Background: an optimization exercise with open tools, aiming at small area, a short achievable clock period and few clock cycles. Do not read the settings as production practice.
In this exercise RTL edits were held to simulation tests only and were not proved equivalent to the original.
Power is estimated from default activity; no workload was simulated.

==> flow/design.v <==
module hidden_layer (
    input              clk,
    input              acc_clr,    
    input              acc_en,     
    input              pix,        
    input              bias_en,    
    input      [159:0] w_data,     
    output reg [159:0] neu_out     
);
    reg [15:0] acc [0:9];         
    integer j;
    always @(posedge clk) begin
        for (j = 0; j < 10; j = j + 1) begin
            if (acc_en)
                acc[j] <= (acc_clr ? 16'd0 : acc[j]) + (pix ? w_data[16*j +: 16] : 16'd0);
            if (bias_en)
                neu_out[16*j +: 16] <= acc[j] + w_data[16*j +: 16];
        end
    end
endmodule
module output_layer (
    input              clk,
    input              mac_clr,      
    input              mac_en,       
    input      [15:0]  hidden_in,    
    input              bias_en,      
    input      [159:0] w_data,
    output reg [159:0] final_out     
);
    reg [15:0] acc [0:9];            
    integer k;
    always @(posedge clk) begin
        for (k = 0; k < 10; k = k + 1) begin
            if (mac_en)
                acc[k] <= (mac_clr ? 16'd0 : acc[k]) + hidden_in * w_data[16*k +: 16];
            if (bias_en)
                final_out[16*k +: 16] <= acc[k] + w_data[16*k +: 16];
        end
    end
endmodule
module hardmax (
    input      [159:0] final_out,    
    input              clk,
    input              reset,
    input              en,           
    output reg [3:0]   max_index,    
    output reg         max_done      
);
    integer i;
    reg [15:0] max_value;
    reg [3:0]  idx;
    always @(*) begin
        max_value = final_out[15:0];
        idx = 4'd0;
        for (i = 1; i < 10; i = i + 1) begin
            if (final_out[16*i +: 16] > max_value) begin
                max_value = final_out[16*i +: 16];
                idx = i[3:0];
            end
        end
    end
    always @(posedge clk or posedge reset) begin
        if (reset) begin
            max_index <= 0;
            max_done <= 0;
        end else begin
            if (en)
                max_index <= idx;
            max_done <= en;
        end
    end
endmodule
module fnn_imgclsfctn (
    input          clk,
    input          reset,
    input  [27:0]  input_image,
    output         nxt_inp,
    output [3:0]   outp,
    output         outp_valid,
    output [9:0]   w_addr,
    input  [159:0] w_data
);
    reg [9:0] step;         
    reg [4:0] col_count;    
    reg [9:0] prev;         
    reg       pix_d;        
    reg       fin_d;        
    always @(posedge clk or posedge reset) begin
        if (reset) begin
            step <= 0;
            col_count <= 0;
            prev <= 10'h3ff;
            fin_d <= 0;
        end else begin
            step <= (step == 10'd795) ? 10'd0 : step + 10'd1;
            if (step < 10'd784)
                col_count <= (col_count == 5'd27) ? 5'd0 : col_count + 5'd1;
            prev <= step;
            fin_d <= (prev == 10'd795);
        end
    end
    always @(posedge clk)
        pix_d <= input_image[col_count];
    assign w_addr  = step;
    assign nxt_inp = (step < 10'd784) && (col_count == 5'd27);
    wire [159:0] neu_out;
    wire [159:0] final_out;
    wire [3:0]   hsel = prev[3:0] - 4'd1;    
    hidden_layer u_hidden (
        .clk(clk),
        .acc_clr(prev == 10'd0),
        .acc_en(prev < 10'd784),
        .pix(pix_d),
        .bias_en(prev == 10'd784),
        .w_data(w_data),
        .neu_out(neu_out)
    );
    output_layer u_output (
        .clk(clk),
        .mac_clr(prev == 10'd785),
        .mac_en(prev >= 10'd785 && prev <= 10'd794),
        .hidden_in(neu_out[16*hsel +: 16]),
        .bias_en(prev == 10'd795),
        .w_data(w_data),
        .final_out(final_out)
    );
    hardmax u_hardmax (
        .final_out(final_out),
        .clk(clk),
        .reset(reset),
        .en(fin_d),
        .max_index(outp),
        .max_done(outp_valid)
    );
endmodule
==> flow/run.sh <==
#!/bin/bash
# synth_recipe.tcl (not shown) runs the flow's synth.tcl, then flattens the netlist and writes it again
# the make line also repeats each setting of config.mk as NAME=value (left out here)
make -C /OpenROAD-flow-scripts/flow DESIGN_CONFIG=/design/flow/config.mk WORK_HOME=/design/flow/orfs CLKGATE_MAP_FILE= SYNTH_SCRIPT=/design/flow/synth_recipe.tcl finish
==> flow/config.mk <==
export PLATFORM = sky130hd
export DESIGN_NAME = fnn_imgclsfctn
export DESIGN_NICKNAME = fnn_imgclsfctn
export VERILOG_FILES = /design/flow/design.v
export SDC_FILE = /design/flow/constraint.sdc
export NUM_CORES = 4
export LEC_CHECK = 0
export CAP_MARGIN = 20
export CORE_MARGIN = 2
export CORE_UTILIZATION = 40
export SLEW_MARGIN = 20
==> flow/constraint.sdc <==
create_clock -name core_clock -period 24.0 [get_ports {clk}]
set_input_delay 4.8000 -clock core_clock [delete_from_list [all_inputs] [get_ports {clk}]]
set_output_delay 4.8000 -clock core_clock [all_outputs]
set_load 0.01 [all_outputs]
==> reports/summary.txt <==
share of flip-flops with an asynchronous set or reset after synthesis: 0.0461
Clock H-tree levels: 3
clk root buf: sky130_fd_sc_hd__clkbuf_16
remaining max-slew budget at the tightest pin: 0.207
area of combinational cells with multiple inputs: 61500 µm²
width of the die: 477 µm
class of the most critical setup path: reg2reg
crit path max fanout: 20
Via-to-Cell Ratio: 5.11
largest net degree at the start of global routing: 160
number of endpoints with negative hold slack in the final report: 0
number of unique standard cell types used by synthesis: 74
routability congestion estimate from global placement: 0.890
DRC violation count after routing: 0
Die Outline Area: 227000 µm²
synthesized area per cell: 9.43 µm²
insertion delay of the later-clocked pin in the worst-skew pair: 0.72 ns
area inside the core boundary: 222000 µm²
TritonCTS clock tree: done
maxcap violations: 0
internal power component: 3.12 mW
number of warning messages in the yosys log: 6
Starting Density: 0.402
growth of design area from synthesis to finish: 9.48%
Slew @ Worst Pin: 1.19 ns
total of buffers placed on input and output ports: 205
layout cells sized above 1: 0.0404
share of the core filled with cells: 0.440
flip-flop cell with the highest count after synthesis: sky130_fd_sc_hd__edfxtp_1
skew final: 0.0356 ns
startpoint of the lowest-slack hold path: step[7]$_DFF_PP0_
Sinks on Clock Net: 672
R2R Path Start: u_output.final_out[31]$_DFFE_PP_
Avg WL per Cell: 20.7 µm
Die Height: 477 µm
Fmax: 45.1 MHz
count of boundary I/O pins: 206
Flop pwr share: 0.349
leakage dissipation: 44.8 nW
switching power: 1.69 mW
Total Nets Final: 11800
Crit. Startpoint: u_output.final_out[31]$_DFFE_PP_
shortest period the worst path allows: 22.18 ns
DRT iter0 DRCs: 4433
mapped cell area: 89400 µm²
kind of cell adding the most delay to the critical path: compound AO/OA/AOI/OAI gates
number of buffers inserted during clock tree synthesis: 81
Critical-path top delay cell: sky130_fd_sc_hd__or4_1
number of standard cells after synthesis: 9483
fill cell count: 21200
number of vias after detailed routing: 64300
Req. time, crit path: 24.63 ns
most common cell type on the critical path: sky130_fd_sc_hd__a21o_1
endpoint class of the critical path: flop
Post-DRT Antenna Nets: 0
run status: no timing/DRC/antenna violations
share of the yosys chip area belonging to registers: 0.224
vias in the first global route: 67500
fraction of power spent switching nets: 0.351
power density over the cells: 49.2 nW/µm²
total global-route track usage: 0.231
top cell type by total area after synthesis: sky130_fd_sc_hd__fa_1
worst path bufs/invs: 13
Clock Power Share: 0.272
first-pass detailed-route iteration total: 6
Routed WL: 260 mm
startpoint class of the critical path: flop
#FFs+latches synth: 672
number of buffers on the longest clock path: 3
Hold Path Class: reg2reg
worst ir drop on vdd: 0.0000570 V
sum of negative setup slack: 0 ns
post-route total power: 4.81 mW
top area cells in the synthesized netlist: sky130_fd_sc_hd__fa_1, sky130_fd_sc_hd__edfxtp_1, sky130_fd_sc_hd__ha_1, sky130_fd_sc_hd__inv_1, sky130_fd_sc_hd__xnor2_1
fraction of post-synthesis cell area in the top cell type by area: 0.217
combinational cell fraction of total power: 0.378
final cycle utilization of the critical path: 0.924
Clk pin slew, worst setup/hold paths: 0.07 ns
antenna violations before repair: 27
Post-DP HPWL: 194 mm
Final Setup Violations: 0
post-synth net total: 11800
total grt overflow: 0
Critical Path AT: 22.81 ns
first-pass GRT wire length: 405 mm
floorplan row count: 173
Largest stage delay, worst path: 0.51 ns
Slew Limit Fails: 0
count of flip-flops with a built-in enable after synthesis: 640
register area: 20000 µm²
unrepaired setup endpoints after global routing: false
## worst paths after layout
kind	end	slack (ns)	cells past startpoint
setup / recovery	u_hardmax.max_index[2]$_DFFE_PP0P_	1.82	111
min in group asynchronous	u_hardmax.max_index[1]$_DFFE_PP0P_	4.49	3
max in group asynchronous	prev[5]$_DFF_PP1_	19.17	3
hold reg to reg	prev[7]$_DFF_PP1_	0.47	0
hold / removal	prev[7]$_DFF_PP1_	0.47	0
setup reg to reg	u_hardmax.max_index[2]$_DFFE_PP0P_	1.82	111
## cells in the mapped netlist (119+ instances only)
cell                       number
sky130_fd_sc_hd__o21ai_0      291
sky130_fd_sc_hd__clkbuf_1     262
sky130_fd_sc_hd__ha_1        1113
sky130_fd_sc_hd__xnor2_1      611
sky130_fd_sc_hd__inv_1       1846
sky130_fd_sc_hd__o21bai_1     149
sky130_fd_sc_hd__xor2_1       181
sky130_fd_sc_hd__edfxtp_1     640
sky130_fd_sc_hd__nand2_1     1166
sky130_fd_sc_hd__nor2_1       250
sky130_fd_sc_hd__and2_1       852
sky130_fd_sc_hd__a21o_1       119
sky130_fd_sc_hd__fa_1         970
sky130_fd_sc_hd__a21oi_1      435
## flip-flops by register name, summed over array words and instances (netlist names)
| name | flops |
|---|---|
| col_count | 5 |
| u_output.acc | 160 |
| fin_d | 1 |
| prev | 10 |
| u_hidden.acc | 160 |
| pix_d | 1 |
| u_hidden.neu_out | 160 |
| u_output.final_out | 160 |
| u_hardmax.max_done | 1 |
| step | 10 |
| u_hardmax.max_index | 4 |
## final cells by class
type	instances	share of cell area
clock inverter	55	0.00640
timing repair buffer	304	0.0295
sequential	672	0.205
multi-input combinational	6641	0.629
antenna	5	0.000128
inverter	1846	0.0708
clock buffer	97	0.0219
tap	2975	0.0380
## worst reg2reg max path, delay by kind of cell (launching register included)
kind,cells,cell delay (ns)
AOI/OAI and AO/OA,49,9.33
DFF,1,0.40
muxes,6,2.00
buffers and inverters,13,2.15
adders and majority gates,9,2.50
and+or+nand+nor,34,5.68
## layer usage
| layer | wire (µm) | vias to the layer above | global-route usage |
|---|---|---|---|
| li1 | - | 30100 | - |
| met3 | 15100 | 295 | 0.0279 |
| met2 | 120000 | 1724 | 0.378 |
| met4 | 6260 | 4 | 0.0566 |
| met5 | 25 | - | 0 |
| met1 | 118000 | 32300 | 0.325 |
## kinds of logic after synthesis
family                     count (synthesis)  share of synthesized area
AOI/OAI and AO/OA                       1132                     0.0753
adders and majority gates               2084                      0.373
and+or+nand+nor                         2462                      0.133
muxes                                    171                     0.0257
xor gates and xnor gates                 792                     0.0776
buffers and inverters                   2170                     0.0914
DFF                                      672                      0.224
## power groups by stage
stage          combinational [mW]  clock (mW)  sequential (mW)
6_report                     1.82        1.31             1.68
3_5_place_dp                 1.80           0             1.70
5_1_grt                      2.04        1.37             1.70
4_1_cts                      1.82        1.34             1.68
2_1_floorplan                1.31           0             1.67
3_3_place_gp                 1.76           0             1.70
## metrics by stage
step | hold WS [ns] | setup WS, ns | instance area, µm² | instances
finish | 0.467 | 1.82 | 97900 | 12600
global route | 0.484 | 0.0708 | 97900 | 12600
CTS | 0.459 | 0.121 | 97700 | 12600
detailed placement | 0.467 | 0.258 | 95000 | 12400
global placement | 0.467 | 0.580 | 95000 | 12400
floorplan | 0.424 | 3.45 | 89400 | 9483
## cells in the final DEF, fill, tap and decap left out, drive strengths merged, types with 17 or more instances in the layout
cell              n
dfrtp            21
clkbuf           97
nor2            250
a21boi           63
fa              970
buf              99
xor2            181
ha             1113
xnor2           611
o21ai           296
clkinv           36
nand2b           45
nor2b            44
inv            1850
o21bai          149
a21o            119
mux2i            62
edfxtp          640
mux2             69
nand4            30
mux4             40
nand2          1166
a21oi           436
nor3             17
and2            852
clkdlybuf4s50   205
## repair_timing
action / CTS / global route
gates resized for setup: 0 / 10
hold buffers: 0 / 0
buffers inserted: 0 / 9
endpoints found under the setup margin: 0 / 4
Testbench counts, summed over its fixed seeds: cycles 25,496.

what the ideal ports hide:
No port has a modelled driver above. Below, the same layout with a new extraction and two added sets of constraints. Step 1: set_driving_cell puts a clkbuf_16 on clk and a buf_2 on each other input, an assumption about the parent block. Step 2 moves the port delays by t, midway between the first and last clock arrival at a register: inputs arrive t later, outputs are due t later. That takes back most of the time a late clock gives input paths. Three values: no drivers, after step 1, after step 2; two values: the first two.
t (ns): 0.798
setup slack, ns: 1.818 / 1.818 / 1.818
worst data-port slew with drivers (ns): 0.16
pins driven straight from the clock port: 1
After both steps this run still meets setup and hold. For this run, drivers alone change the setup slack by 0.000 ns; drivers and shift together by 0.000 ns.
